This design comes from an exercise in tuning for small area, a short achievable clock period and few clock cycles on the open sky130 flow, not from production work.
RTL that was checked went through simulation tests only; none was proved equivalent to the original.
Power is estimated from default activity; no workload was simulated.

// top
module top(
    input clk,              
    input rst,              
    input cyc,              
    input stb,              
    input we,               
    input [3:0] wb_sel,     
    input [31:0] adr,       
    input [31:0] dat_mosi,  
    output [31:0] dat_miso,  
    output reg ack,             
    output reg err              
);
reg [71:0] A, B;
reg [7:0] rdata;
reg [2:0] tgt_row, tgt_col;    
reg [4:0] tag;                 
reg fresh;                     
reg missed;                    
reg wv;                        
reg [4:0] wa;
reg [7:0] wd;
reg rst_q;
assign dat_miso = {24'b0, rdata};
wire req      = cyc & stb;
wire adr_hi0  = ~|adr[31:5];
wire [4:0] a5 = adr[4:0];
wire lo_ab    = a5 < 5'd18;
wire lo_c     = (a5 >= 5'd18) & (a5 < 5'd27);
wire in_ab    = adr_hi0 & lo_ab;
wire in_c     = adr_hi0 & lo_c;
wire wr       = req & we & wb_sel[0];
wire rd       = req & ~we;
wire wr_ab    = wr & in_ab;
wire rd_c     = rd & in_c;
reg [2:0] r_row, r_col;
always @(*) begin
    case (a5)
        5'd18: begin r_row = 3'b001; r_col = 3'b001; end
        5'd19: begin r_row = 3'b001; r_col = 3'b010; end
        5'd20: begin r_row = 3'b001; r_col = 3'b100; end
        5'd21: begin r_row = 3'b010; r_col = 3'b001; end
        5'd22: begin r_row = 3'b010; r_col = 3'b010; end
        5'd23: begin r_row = 3'b010; r_col = 3'b100; end
        5'd24: begin r_row = 3'b100; r_col = 3'b001; end
        5'd25: begin r_row = 3'b100; r_col = 3'b010; end
        default: begin r_row = 3'b100; r_col = 3'b100; end
    endcase
end
wire [2:0] nn_col = {r_col[0], r_col[2:1]};
wire [2:0] nn_row = r_col[0] ? r_row : {r_row[1:0], r_row[2]};
reg [4:0] tgt_adr;
always @(*) begin
    case ({tgt_row, tgt_col})
        6'b001_001: tgt_adr = 5'd18;
        6'b001_010: tgt_adr = 5'd19;
        6'b001_100: tgt_adr = 5'd20;
        6'b010_001: tgt_adr = 5'd21;
        6'b010_010: tgt_adr = 5'd22;
        6'b010_100: tgt_adr = 5'd23;
  ...
==> module top, before the edit <==
module top(
    input clk,              
    input rst,              
    input cyc,              
    input stb,              
    input we,               
    input [3:0] wb_sel,     
    input [31:0] adr,       
    input [31:0] dat_mosi,  
    output [31:0] dat_miso,  
    output reg ack,             
    output reg err              
);
reg [71:0] A, B;
reg [7:0] rdata;
reg [2:0] tgt_row, tgt_col;    
reg [4:0] tag;                 
reg fresh;                     
reg missed;                    
reg wv;                        
reg [4:0] wa;
reg [7:0] wd;
reg rst_q;
assign dat_miso = {24'b0, rdata};
wire req      = cyc & stb;
wire adr_hi0  = ~|adr[31:5];
wire [4:0] a5 = adr[4:0];
wire lo_ab    = a5 < 5'd18;
wire lo_c     = (a5 >= 5'd18) & (a5 < 5'd27);
wire in_ab    = adr_hi0 & lo_ab;
wire in_c     = adr_hi0 & lo_c;
wire wr       = req & we & wb_sel[0];
wire rd       = req & ~we;
wire wr_ab    = wr & in_ab;
wire rd_c     = rd & in_c;
reg [2:0] r_row, r_col;
always @(*) begin
    case (a5)
        5'd18: begin r_row = 3'b001; r_col = 3'b001; end
        5'd19: begin r_row = 3'b001; r_col = 3'b010; end
        5'd20: begin r_row = 3'b001; r_col = 3'b100; end
        5'd21: begin r_row = 3'b010; r_col = 3'b001; end
        5'd22: begin r_row = 3'b010; r_col = 3'b010; end
        5'd23: begin r_row = 3'b010; r_col = 3'b100; end
        5'd24: begin r_row = 3'b100; r_col = 3'b001; end
        5'd25: begin r_row = 3'b100; r_col = 3'b010; end
        default: begin r_row = 3'b100; r_col = 3'b100; end
    endcase
end
wire [2:0] nn_col = {r_col[0], r_col[2:1]};
wire [2:0] nn_row = r_col[0] ? r_row : {r_row[1:0], r_row[2]};
reg [4:0] tgt_adr;
always @(*) begin
    case ({tgt_row, tgt_col})
        6'b001_001: tgt_adr = 5'd18;
        6'b001_010: tgt_adr = 5'd19;
        6'b001_100: tgt_adr = 5'd20;
        6'b010_001: tgt_adr = 5'd21;
        6'b010_010: tgt_adr = 5'd22;
        6'b010_100: tgt_adr = 5'd23;
        6'b100_001: tgt_adr = 5'd24;
        6'b100_010: tgt_adr = 5'd25;
        6'b100_100: tgt_adr = 5'd26;
        default:    tgt_adr = 5'd0;
    endcase
end
wire [2:0] tag_row = (tag < 5'd21) ? 3'b001 : (tag < 5'd24) ? 3'b010 : 3'b100;
wire [2:0] tag_col = (tag == 5'd18 || tag == 5'd21 || tag == 5'd24) ? 3'b001 :
                     (tag == 5'd19 || tag == 5'd22 || tag == 5'd25) ? 3'b010 : 3'b100;
function touches;
    input [4:0] x;
    input [2:0] row, col;
    begin
        if (x < 5'd9)
            touches = (x < 5'd3) ? row[0] : (x < 5'd6) ? row[1] : row[2];
        else if (x == 5'd9 || x == 5'd12 || x == 5'd15)
            touches = col[0];
        else if (x == 5'd10 || x == 5'd13 || x == 5'd16)
            touches = col[1];
        else
            touches = col[2];
    end
endfunction
wire hit = (a5 == tag) & fresh & ~(wv & touches(wa, tag_row, tag_col));
wire [7:0] c;
matrix_mult mm_inst(.clk(clk), .A(A), .B(B), .row(tgt_row), .col(tgt_col), .c(c));
always @(posedge clk or posedge rst) begin
    if (rst) begin
        tgt_row <= 3'b000;
        tgt_col <= 3'b000;
        tag <= 5'd0;
        fresh <= 1'b0;
        missed <= 1'b0;
        wv <= 1'b0;
    end else begin
        tag <= tgt_adr;
        fresh <= ~((wv & touches(wa, tgt_row, tgt_col)) | rst_q);
        missed <= rd_c & ~hit;
        wv <= wr_ab;
        if (wr) begin
            tgt_row <= 3'b001;
            tgt_col <= (a5 == 5'd17) ? 3'b010 : 3'b001;
        end else if (rd & lo_c) begin
            tgt_row <= missed ? r_row : nn_row;
            tgt_col <= missed ? r_col : nn_col;
        end
    end
end
always @(posedge clk or posedge rst) begin
    if (rst)
        rst_q <= 1'b1;
    else
        rst_q <= 1'b0;
end
always @(posedge clk) begin
    ack <= wr_ab | (rd_c & hit);
    err <= (wr & ~in_ab) | (rd & ~in_c);
end
always @(posedge clk) begin
    wa <= a5;
    wd <= dat_mosi[7:0];
end
always @(posedge clk)
    rdata <= c;
wire [7:0] sdata = rst_q ? 8'b0 : wd;
integer e;
always @(posedge clk) begin
    for (e = 0; e < 9; e = e + 1) begin
        if (rst_q | (wv & (wa == e)))     A[e*8+:8] <= sdata;
        if (rst_q | (wv & (wa == e + 9))) B[e*8+:8] <= sdata;
    end
end
endmodule
Settings: LEC_CHECK=0, ABC_AREA=1, CAP_MARGIN=20, CORE_MARGIN=2, CORE_UTILIZATION=40, SLEW_MARGIN=20; clock period 10.0 ns.
standard.sh (not shown) runs the stock make flow with config.mk's settings and CLKGATE_MAP_FILE= SYNTH_SCRIPT=/design/flow/synth_recipe.tcl, a recipe that flattens the netlist after the stock synthesis.
==> flow/flow/run.sh <==
#!/bin/bash
bash standard.sh SETUP_SLACK_MARGIN=7 \
  "BUFFER_PORTS_ARGS=-buffer_cell sky130_fd_sc_hd__buf_1" \
  "CTS_ARGS=-sink_clustering_enable -repair_clock_nets -buf_list sky130_fd_sc_hd__clkbuf_16 -sink_clustering_size 30 -sink_clustering_max_diameter 150 -dont_use_dummy_load" \
  finish > standard.log 2>&1
The baseline produced a clean layout.
Then changed:
--- a/flow/design.v
+++ b/flow/design.v
@@ -230,7 +230,7 @@
 reg fresh;                     
 reg missed;                    
 reg wv;                        
-reg [4:0] wa;
+reg [4:0] wa;                  
 reg [7:0] wd;
 reg rst_q;
 assign dat_miso = {24'b0, rdata};
@@ -245,22 +245,34 @@
 wire rd       = req & ~we;
 wire wr_ab    = wr & in_ab;
 wire rd_c     = rd & in_c;
-reg [2:0] r_row, r_col;
+reg [2:0] nn_row, nn_col;
 always @(*) begin
     case (a5)
-        5'd18: begin r_row = 3'b001; r_col = 3'b001; end
-        5'd19: begin r_row = 3'b001; r_col = 3'b010; end
-        5'd20: begin r_row = 3'b001; r_col = 3'b100; end
-        5'd21: begin r_row = 3'b010; r_col = 3'b001; end
-        5'd22: begin r_row = 3'b010; r_col = 3'b010; end
-        5'd23: begin r_row = 3'b010; r_col = 3'b100; end
-        5'd24: begin r_row = 3'b100; r_col = 3'b001; end
-        5'd25: begin r_row = 3'b100; r_col = 3'b010; end
-        default: begin r_row = 3'b100; r_col = 3'b100; end
+        5'd18: begin nn_row = 3'b001; nn_col = 3'b100; end
+        5'd19: begin nn_row = 3'b010; nn_col = 3'b001; end
+        5'd20: begin nn_row = 3'b010; nn_col = 3'b010; end
+        5'd21: begin nn_row = 3'b010; nn_col = 3'b100; end
+        5'd22: begin nn_row = 3'b100; nn_col = 3'b001; end
+        5'd23: begin nn_row = 3'b100; nn_col = 3'b010; end
+        5'd24: begin nn_row = 3'b100; nn_col = 3'b100; end
+        5'd25: begin nn_row = 3'b001; nn_col = 3'b001; end
+        default: begin nn_row = 3'b001; nn_col = 3'b010; end
+    endcase
+end
+reg [2:0] l_row, l_col;
+always @(*) begin
+    case (wa)
+        5'd18: begin l_row = 3'b001; l_col = 3'b001; end
+        5'd19: begin l_row = 3'b001; l_col = 3'b010; end
+        5'd20: begin l_row = 3'b001; l_col = 3'b100; end
+        5'd21: begin l_row = 3'b010; l_col = 3'b001; end
+        5'd22: begin l_row = 3'b010; l_col = 3'b010; end
+        5'd23: begin l_row = 3'b010; l_col = 3'b100; end
+        5'd24: begin l_row = 3'b100; l_col = 3'b001; end
+        5'd25: begin l_row = 3'b100; l_col = 3'b010; end
+        default: begin l_row = 3'b100; l_col = 3'b100; end
     endcase
 end
-wire [2:0] nn_col = {r_col[0], r_col[2:1]};
-wire [2:0] nn_row = r_col[0] ? r_row : {r_row[1:0], r_row[2]};
 reg [4:0] tgt_adr;
 always @(*) begin
     case ({tgt_row, tgt_col})
@@ -313,8 +325,8 @@
             tgt_row <= 3'b001;
             tgt_col <= (a5 == 5'd17) ? 3'b010 : 3'b001;
         end else if (rd & lo_c) begin
-            tgt_row <= missed ? r_row : nn_row;
-            tgt_col <= missed ? r_col : nn_col;
+            tgt_row <= missed ? l_row : nn_row;
+            tgt_col <= missed ? l_col : nn_col;
         end
     end
 end
Effect:
- first-iteration DRC count falls by about 4.5%
- total power came out lower by about 10%
- worst setup slack got worse by 0.010 ns
- clock power came out higher by about 8%
- design area decreases by about 1.1%
- fmax decreases by 0.35%
Function was not checked in any run of this note: the RTL went through the layout flow alone.

---

Another version of the RTL of top (not shown whole).
Size: about 810 cells after synthesis, ~230 flip-flops, ~110 I/O pins, roughly 11,000 um2 of cells after synthesis.
==> module top, before the edit <==
module top(
    input clk,              
    input rst,              
    input cyc,              
    input stb,              
    input we,               
    input [3:0] wb_sel,     
    input [31:0] adr,       
    input [31:0] dat_mosi,  
    output [31:0] dat_miso,  
    output reg ack,             
    output reg err              
);
reg [71:0] A, B;
reg [7:0] rdata;
reg [2:0] tgt_row, tgt_col;    
reg [4:0] tgt_adr;             
reg [4:0] tag;                 
reg fresh;                     
reg wv;                        
reg [4:0] wa;
reg [7:0] wd;
reg rst_q;
assign dat_miso = {24'b0, rdata};
wire req      = cyc & stb;
wire adr_hi0  = ~|adr[31:5];
wire [4:0] a5 = adr[4:0];
wire in_ab    = adr_hi0 & (a5 < 5'd18);
wire in_c     = adr_hi0 & (a5 >= 5'd18) & (a5 < 5'd27);
wire wr       = req & we & wb_sel[0];
wire rd       = req & ~we;
wire wr_ab    = wr & in_ab;
wire rd_c     = rd & in_c;
wire hit = (a5 == tag) & fresh;
wire rd_c_lo  = rd & (a5 >= 5'd18) & (a5 < 5'd27);
reg [2:0] r_row, r_col;
always @(*) begin
    case (a5)
        5'd18: begin r_row = 3'b001; r_col = 3'b001; end
        5'd19: begin r_row = 3'b001; r_col = 3'b010; end
        5'd20: begin r_row = 3'b001; r_col = 3'b100; end
        5'd21: begin r_row = 3'b010; r_col = 3'b001; end
        5'd22: begin r_row = 3'b010; r_col = 3'b010; end
        5'd23: begin r_row = 3'b010; r_col = 3'b100; end
        5'd24: begin r_row = 3'b100; r_col = 3'b001; end
        5'd25: begin r_row = 3'b100; r_col = 3'b010; end
        default: begin r_row = 3'b100; r_col = 3'b100; end
    endcase
end
wire [2:0] n_col = {tgt_col[1:0], tgt_col[2]};
wire [2:0] n_row = tgt_col[2] ? {tgt_row[1:0], tgt_row[2]} : tgt_row;
wire [4:0] n_adr = (tgt_adr == 5'd26) ? 5'd18 : tgt_adr + 5'd1;
function touches;
    input [4:0] x;
    input [2:0] row, col;
    begin
        if (x < 5'd9)
            touches = (x < 5'd3) ? row[0] : (x < 5'd6) ? row[1] : row[2];
        else if (x == 5'd9 || x == 5'd12 || x == 5'd15)
            touches = col[0];
        else if (x == 5'd10 || x == 5'd13 || x == 5'd16)
            touches = col[1];
        else
            touches = col[2];
    end
endfunction
wire touch_now = wr & touches(a5, tgt_row, tgt_col);
wire touch_pend = wv & touches(wa, tgt_row, tgt_col);
wire [7:0] c;
matrix_mult mm_inst(.clk(clk), .A(A), .B(B), .row(tgt_row), .col(tgt_col), .c(c));
always @(posedge clk or posedge rst) begin
    if (rst) begin
        ack <= 1'b0;
        err <= 1'b0;
        tgt_row <= 3'b000;
        tgt_col <= 3'b000;
        tgt_adr <= 5'd0;
        tag <= 5'd0;
        fresh <= 1'b0;
        wv <= 1'b0;
    end else begin
        ack <= wr_ab | (rd_c & hit);
        err <= (wr & ~in_ab) | (rd & ~in_c);
        tag <= tgt_adr;
        fresh <= ~(touch_now | touch_pend | rst_q);
        wv <= wr_ab;
        if (wr) begin
            tgt_row <= 3'b001;
            tgt_col <= (a5 == 5'd17) ? 3'b010 : 3'b001;
            tgt_adr <= (a5 == 5'd17) ? 5'd19 : 5'd18;
        end else if (rd_c_lo) begin
            tgt_row <= hit ? n_row : r_row;
            tgt_col <= hit ? n_col : r_col;
            tgt_adr <= hit ? n_adr : a5;
        end
    end
end
always @(posedge clk or posedge rst) begin
    if (rst)
        rst_q <= 1'b1;
    else
        rst_q <= 1'b0;
end
always @(posedge clk) begin
    wa <= a5;
    wd <= dat_mosi[7:0];
end
always @(posedge clk)
    rdata <= c;
wire [7:0] sdata = rst_q ? 8'b0 : wd;
integer e;
always @(posedge clk) begin
    for (e = 0; e < 9; e = e + 1) begin
        if (rst_q | (wv & (wa == e)))     A[e*8+:8] <= sdata;
        if (rst_q | (wv & (wa == e + 9))) B[e*8+:8] <= sdata;
    end
end
endmodule
clock: 10.0 ns
lec_check: 0
cap_margin: 20
core_margin: 2
core_utilization: 40
slew_margin: 20
Scripts as last shown in full above: flow/flow/run.sh
The first run went through all stages and came out clean.
Testbench counts at the start, summed over its fixed seeds: cycles 8,640.
==> next run, changes <==
--- a/flow/design.v
+++ b/flow/design.v
@@ -281,11 +281,13 @@
 wire in_c     = adr_hi0 & (a5 >= 5'd18) & (a5 < 5'd27);
 wire wr       = req & we & wb_sel[0];
 wire rd       = req & ~we;
 wire wr_ab    = wr & in_ab;
 wire rd_c     = rd & in_c;
-wire hit = (a5 == tag) & fresh;
+wire [2:0] tag_row = (tag < 5'd21) ? 3'b001 : (tag < 5'd24) ? 3'b010 : 3'b100;
+wire [2:0] tag_col = (tag == 5'd18 || tag == 5'd21 || tag == 5'd24) ? 3'b001 :
+                     (tag == 5'd19 || tag == 5'd22 || tag == 5'd25) ? 3'b010 : 3'b100;
 wire rd_c_lo  = rd & (a5 >= 5'd18) & (a5 < 5'd27);
 reg [2:0] r_row, r_col;
 always @(*) begin
     case (a5)
         5'd18: begin r_row = 3'b001; r_col = 3'b001; end
@@ -314,12 +316,11 @@
             touches = col[1];
         else
             touches = col[2];
     end
 endfunction
-wire touch_now = wr & touches(a5, tgt_row, tgt_col);
-wire touch_pend = wv & touches(wa, tgt_row, tgt_col);
+wire hit = (a5 == tag) & fresh & ~(wv & touches(wa, tag_row, tag_col));
 wire [7:0] c;
 matrix_mult mm_inst(.clk(clk), .A(A), .B(B), .row(tgt_row), .col(tgt_col), .c(c));
 always @(posedge clk or posedge rst) begin
     if (rst) begin
         ack <= 1'b0;
@@ -332,11 +333,11 @@
         wv <= 1'b0;
     end else begin
         ack <= wr_ab | (rd_c & hit);
         err <= (wr & ~in_ab) | (rd & ~in_c);
         tag <= tgt_adr;
-        fresh <= ~(touch_now | touch_pend | rst_q);
+        fresh <= ~((wv & touches(wa, tgt_row, tgt_col)) | rst_q);
         wv <= wr_ab;
         if (wr) begin
             tgt_row <= 3'b001;
             tgt_col <= (a5 == 5'd17) ? 3'b010 : 3'b001;
             tgt_adr <= (a5 == 5'd17) ? 5'd19 : 5'd18;
The new run ran to the end with no violations; register-to-register slack is worse by 0.15 ns; non-clock buffer count stays the same; via count goes up by a few percent; die area rises by a few percent; design area went up slightly; setup slack gets worse by 0.22 ns.
Only the layout flow was run in the second run of this note; the RTL was not checked for function there.

## re-timing with driven ports
In the flow no input, the clock included, has a driving cell. The finished layouts below were timed again as built, in two steps.
Step 1 assumes that a clkbuf_16 drives the clock port and a buf_2 every other input.
Step 2 times the ports against the registers' clock, not the clock port: input delays grow and output delays shrink by t, the midpoint of the rising clock arrivals with the driver on.
Three values: ideal ports, drivers, drivers and shift; two values: the first two.
| run | t (ns) | setup WS [ns] | worst setup path after step 2 | clock arrival spread, ns |
|---|---|---|---|---|
| the first run of note 1 | 0.506 | 7.054 / 7.009 / 6.600 | input to register | 0.028 / 0.028 |
| the second run of note 1 | 0.492 | 7.044 / 6.997 / 6.673 | input to register | 0.072 / 0.071 |
| the first run of note 2 | 0.509 | 6.832 / 6.812 / 6.303 | input to register | 0.028 / 0.028 |
| the second run of note 2 | 0.508 | 6.613 / 6.611 / 6.103 | input to register | 0.021 / 0.021 |
After both steps every run listed still meets setup and hold. The setup slack of the first run of note 2, which loses most, moves by -0.020 ns with the drivers and by -0.529 ns with both steps.
